From an optimization exercise on the open Yosys and OpenROAD flow, aimed at small area; shortcuts taken in it are not production practice. The flow treats the clock pin as an ideal source. Dropping or thinning the clock tree relies on that and would not hold on a real chip. No activity file was given, so power comes from the tool's default toggle rates.

==> 09-28 <==
## ALUUnit
module ALUUnit( input CK4,
                input [15:0] A,
                input [15:0] B,
                input [3:0] aluC,
                input [1:0] SH,
                output [15:0] C,
                output CY );
	wire [15:0] nZ;
	wire [15:0] shRes;
	wire carryOut;
	wire carryLoad;
	reg carryFlag;
	reg [15:0] OperandRegister1;
	reg [15:0] OperandRegister2;
	reg inst5;
	ALU inst1( .A(A), .B(B), .aluC(aluC), .carryIn(carryFlag),
	           .nZ(nZ), .carryOut(carryOut), .carryLoad(carryLoad) );
	shifter inst2( .nZ(nZ), .SH(SH), .C(shRes) );
	always @ (posedge CK4)
		if (carryLoad)
			carryFlag <= carryOut;
	always @ (posedge CK4)
		OperandRegister1 <= shRes;
	always @ (negedge CK4)
		OperandRegister2 <= OperandRegister1;
	always @ (negedge CK4)
		inst5 <= carryFlag;
	assign C = OperandRegister2;
	assign CY = inst5;
endmodule
export LEC_CHECK = 0
export CAP_MARGIN = 0
export CORE_MARGIN = 2
export CORE_UTILIZATION = 40
export GPL_TIMING_DRIVEN = 0
export SETUP_SLACK_MARGIN = -0.2
export SLEW_MARGIN = 0
export SYNTH_HIERARCHICAL = 1
export SYNTH_MINIMUM_KEEP_SIZE = 0
create_clock -name core_clock -period 5.5 [get_ports {CK4}]
standard.sh (not shown) runs the stock make flow with config.mk's settings and CLKGATE_MAP_FILE= SYNTH_SCRIPT=/design/flow/synth_recipe.tcl, a recipe that flattens the netlist after the stock synthesis.
==> flow/flow/run.sh <==
#!/bin/bash
# Own flow: the standard layout (standard.sh) with a few ORFS hooks.
#  - every port keeps its buffer, made with the smallest buffer cell
#  - before floorplan, combinational cells go to their smallest drive
#    strength; the flow's timing repair upsizes only where timing needs it
#  - the clock network is built by hand (pre_cts.tcl): CK4 drives one clock
#    buffer for the rising-edge registers and the synthesis inverter for the
#    falling-edge ones
#  - power recovery after global routing downsizes cells with slack left
set -euo pipefail
here=$(pwd)
export BUFFER_PORTS_ARGS="-buffer_cell sky130_fd_sc_hd__buf_1"
export PRE_FLOORPLAN_TCL="$here/flow/downsize.tcl"
export PRE_CTS_TCL="$here/flow/pre_cts.tcl"
export FLOW_CLK_BUF=sky130_fd_sc_hd__clkbuf_8
export FLOW_CLK_INV=sky130_fd_sc_hd__clkinv_4
export RECOVER_POWER=100
bash standard.sh > "$here/standard_flow.log" 2>&1
Other scripts of this flow, unchanged in this note and not shown: flow/flow/downsize.tcl, flow/flow/pre_cts.tcl
==> 08-16: changes against 09-28 <==
--- a/flow/design.v
+++ b/flow/design.v
@@ -52,52 +52,55 @@
 	wire p3_nch;
 	aluBitT p3_lo( .a(A[6]), .b(B[6]), .ma(ma), .y0(y0), .y1(y1), .kq(kq), .ke(ke), .ks(ks),
 	                .c(cc[3]), .nam(nam[6]), .p(p[6]), .e(e[6]), .nz(nZ[6]) );
 	u_a21oi p3_c1( .A1(p[6]), .A2(cc[3]), .B1(e[6]), .Y(p3_nch) );
 	aluBitN p3_hi( .a(A[7]), .b(B[7]), .ma(ma), .y0(y0), .y1(y1), .kq(kq), .ke(ke), .nks(nks),
 	                .nc(p3_nch), .nam(nam[7]), .p(p[7]), .e(e[7]), .nz(nZ[7]) );
-	u_mux2i p3_c2( .A0(nam[7]), .A1(p3_nch), .S(p[7]), .Y(cc[4]) );
-	wire p4_nch;
-	aluBitT p4_lo( .a(A[8]), .b(B[8]), .ma(ma), .y0(y0), .y1(y1), .kq(kq), .ke(ke), .ks(ks),
-	                .c(cc[4]), .nam(nam[8]), .p(p[8]), .e(e[8]), .nz(nZ[8]) );
-	u_a21oi p4_c1( .A1(p[8]), .A2(cc[4]), .B1(e[8]), .Y(p4_nch) );
-	aluBitN p4_hi( .a(A[9]), .b(B[9]), .ma(ma), .y0(y0), .y1(y1), .kq(kq), .ke(ke), .nks(nks),
-	                .nc(p4_nch), .nam(nam[9]), .p(p[9]), .e(e[9]), .nz(nZ[9]) );
-	wire p4_G, p4_P;
-	u_a21o  p4_g( .A1(p[9]), .A2(e[8]), .B1(e[9]), .X(p4_G) );
-	u_and2  p4_q( .A(p[9]), .B(p[8]), .X(p4_P) );
-	u_a21oi p4_c2( .A1(p4_P), .A2(cc[4]), .B1(p4_G), .Y(cc[5]) );
+	wire p3_G, p3_P;
+	u_a21o  p3_g( .A1(p[7]), .A2(e[6]), .B1(e[7]), .X(p3_G) );
+	u_and2  p3_q( .A(p[7]), .B(p[6]), .X(p3_P) );
+	u_a21oi p3_c2( .A1(p3_P), .A2(cc[3]), .B1(p3_G), .Y(cc[4]) );
+	wire p4_ch;
+	aluBitN p4_lo( .a(A[8]), .b(B[8]), .ma(ma), .y0(y0), .y1(y1), .kq(kq), .ke(ke), .nks(nks),
+	                .nc(cc[4]), .nam(nam[8]), .p(p[8]), .e(e[8]), .nz(nZ[8]) );
+	u_mux2i p4_c1( .A0(nam[8]), .A1(cc[4]), .S(p[8]), .Y(p4_ch) );
+	aluBitT p4_hi( .a(A[9]), .b(B[9]), .ma(ma), .y0(y0), .y1(y1), .kq(kq), .ke(ke), .ks(ks),
+	                .c(p4_ch), .nam(nam[9]), .p(p[9]), .e(e[9]), .nz(nZ[9]) );
+	u_a21oi p4_c2( .A1(p[9]), .A2(p4_ch), .B1(e[9]), .Y(cc[5]) );
 	wire p5_ch;
 	aluBitN p5_lo( .a(A[10]), .b(B[10]), .ma(ma), .y0(y0), .y1(y1), .kq(kq), .ke(ke), .nks(nks),
 	                .nc(cc[5]), .nam(nam[10]), .p(p[10]), .e(e[10]), .nz(nZ[10]) );
 	u_mux2i p5_c1( .A0(nam[10]), .A1(cc[5]), .S(p[10]), .Y(p5_ch) );
 	aluBitT p5_hi( .a(A[11]), .b(B[11]), .ma(ma), .y0(y0), .y1(y1), .kq(kq), .ke(ke), .ks(ks),
 	                .c(p5_ch), .nam(nam[11]), .p(p[11]), .e(e[11]), .nz(nZ[11]) );
-	u_a21oi p5_c2( .A1(p[11]), .A2(p5_ch), .B1(e[11]), .Y(cc[6]) );
-	wire p6_ch;
-	aluBitN p6_lo( .a(A[12]), .b(B[12]), .ma(ma), .y0(y0), .y1(y1), .kq(kq), .ke(ke), .nks(nks),
-	                .nc(cc[6]), .nam(nam[12]), .p(p[12]), .e(e[12]), .nz(nZ[12]) );
-	u_mux2i p6_c1( .A0(nam[12]), .A1(cc[6]), .S(p[12]), .Y(p6_ch) );
-	aluBitT p6_hi( .a(A[13]), .b(B[13]), .ma(ma), .y0(y0), .y1(y1), .kq(kq), .ke(ke), .ks(ks),
-	                .c(p6_ch), .nam(nam[13]), .p(p[13]), .e(e[13]), .nz(nZ[13]) );
-	wire p6_nG, p6_nP;
-	u_a21oi p6_g( .A1(p[13]), .A2(e[12]), .B1(e[13]), .Y(p6_nG) );
-	u_nand2 p6_q( .A(p[13]), .B(p[12]), .Y(p6_nP) );
-	u_o21ai p6_c2( .A1(p6_nP), .A2(cc[6]), .B1(p6_nG), .Y(cc[7]) );
-	wire p7_nch;
-	aluBitT p7_lo( .a(A[14]), .b(B[14]), .ma(ma), .y0(y0), .y1(y1), .kq(kq), .ke(ke), .ks(ks),
-	                .c(cc[7]), .nam(nam[14]), .p(p[14]), .e(e[14]), .nz(nZ[14]) );
-	u_a21oi p7_c1( .A1(p[14]), .A2(cc[7]), .B1(e[14]), .Y(p7_nch) );
-	aluBitN p7_hi( .a(A[15]), .b(B[15]), .ma(ma), .y0(y0), .y1(y1), .kq(kq), .ke(ke), .nks(nks),
-	                .nc(p7_nch), .nam(nam[15]), .p(p[15]), .e(e[15]), .nz(nZ[15]) );
-	wire p7_G, p7_P;
-	u_a21o  p7_g( .A1(p[15]), .A2(e[14]), .B1(e[15]), .X(p7_G) );
-	u_and2  p7_q( .A(p[15]), .B(p[14]), .X(p7_P) );
-	u_a21oi p7_c2( .A1(p7_P), .A2(cc[7]), .B1(p7_G), .Y(cc[8]) );
-	wire c16 = ~cc[8];
-	wire allP = (&{p0_P, p[2], p[3], p[6], p[7], p4_P, p[10], p[11], p7_P}) & ~(|{p2_nP, p6_nP});
+	wire p5_nG, p5_nP;
+	u_a21oi p5_g( .A1(p[11]), .A2(e[10]), .B1(e[11]), .Y(p5_nG) );
+	u_nand2 p5_q( .A(p[11]), .B(p[10]), .Y(p5_nP) );
+	u_o21ai p5_c2( .A1(p5_nP), .A2(cc[5]), .B1(p5_nG), .Y(cc[6]) );
+	wire p6_nch;
+	aluBitT p6_lo( .a(A[12]), .b(B[12]), .ma(ma), .y0(y0), .y1(y1), .kq(kq), .ke(ke), .ks(ks),
+	                .c(cc[6]), .nam(nam[12]), .p(p[12]), .e(e[12]), .nz(nZ[12]) );
+	u_a21oi p6_c1( .A1(p[12]), .A2(cc[6]), .B1(e[12]), .Y(p6_nch) );
+	aluBitN p6_hi( .a(A[13]), .b(B[13]), .ma(ma), .y0(y0), .y1(y1), .kq(kq), .ke(ke), .nks(nks),
+	                .nc(p6_nch), .nam(nam[13]), .p(p[13]), .e(e[13]), .nz(nZ[13]) );
+	wire p6_G, p6_P;
+	u_a21o  p6_g( .A1(p[13]), .A2(e[12]), .B1(e[13]), .X(p6_G) );
+	u_and2  p6_q( .A(p[13]), .B(p[12]), .X(p6_P) );
+	u_a21oi p6_c2( .A1(p6_P), .A2(cc[6]), .B1(p6_G), .Y(cc[7]) );
+	wire p7_ch;
+	aluBitN p7_lo( .a(A[14]), .b(B[14]), .ma(ma), .y0(y0), .y1(y1), .kq(kq), .ke(ke), .nks(nks),
+	                .nc(cc[7]), .nam(nam[14]), .p(p[14]), .e(e[14]), .nz(nZ[14]) );
+	u_mux2i p7_c1( .A0(nam[14]), .A1(cc[7]), .S(p[14]), .Y(p7_ch) );
+	aluBitT p7_hi( .a(A[15]), .b(B[15]), .ma(ma), .y0(y0), .y1(y1), .kq(kq), .ke(ke), .ks(ks),
+	                .c(p7_ch), .nam(nam[15]), .p(p[15]), .e(e[15]), .nz(nZ[15]) );
+	wire p7_nG, p7_nP;
+	u_a21oi p7_g( .A1(p[15]), .A2(e[14]), .B1(e[15]), .Y(p7_nG) );
+	u_nand2 p7_q( .A(p[15]), .B(p[14]), .Y(p7_nP) );
+	u_o21ai p7_c2( .A1(p7_nP), .A2(cc[7]), .B1(p7_nG), .Y(cc[8]) );
+	wire c16 = cc[8];
+	wire allP = (&{p0_P, p[2], p[3], p3_P, p[8], p[9], p6_P}) & ~(|{p2_nP, p5_nP, p7_nP});
 	wire ncmp = ~((c16 & kgt) | (allP & keq) | k1);
 	assign nZ[0] = nZa0 & ncmp;
 	assign carryLoad = (aluC[3:1] == 3'b010) | (aluC == 4'b1011) | (aluC == 4'b1100);
 	assign carryOut = aluC[3] ? aluC[2] : (c16 & ~allP);
 endmodule
 module aluBitT( input a, b, ma, y0, y1, kq, ke, ks, c,
==> flow/config.mk (replaced) <==
export PLATFORM = sky130hd
export DESIGN_NAME = ALUUnit
export DESIGN_NICKNAME = ALUUnit
export VERILOG_FILES = /design/flow/design.v
export SDC_FILE = /design/flow/constraint.sdc
export NUM_CORES = 4
export LEC_CHECK = 0
export CAP_MARGIN = 20
export CORE_MARGIN = 2
export CORE_UTILIZATION = 40
export GPL_TIMING_DRIVEN = 0
export SLEW_MARGIN = 20
export SYNTH_HIERARCHICAL = 1
export SYNTH_MINIMUM_KEEP_SIZE = 0
==> comparison <==
Against 09-28, the final area of 08-16 is larger by about 1%.
Of 08-16 and 09-28, 08-16 has the higher synthesized cell count (gap about 0.9%, measured against 09-28).
Clock skew: 09-28 is higher than 08-16 (0.0034 ns).
In register-to-register slack, 08-16 and 09-28 hardly differ.
Against 08-16, the maximum frequency of 09-28 is lower by about 5.4%.
In sequential power, 08-16 and 09-28 hardly differ.
Of 09-28 and 08-16, 09-28 has the higher sequential share of layout area (gap 0.31 points).
Against 09-28, the core utilization of 08-16 is higher by 0.50 points.
Between 09-28 and 08-16, the lower global-route usage is in 08-16 (gap 0.57 points).
Between 08-16 and 09-28, the lower clock power is in 09-28 (gap about 2%, measured against 09-28).
No functional check of the RTL was part of any run of this note. No run of this note takes its clock network from TritonCTS; it comes from the design's own scripts or RTL.
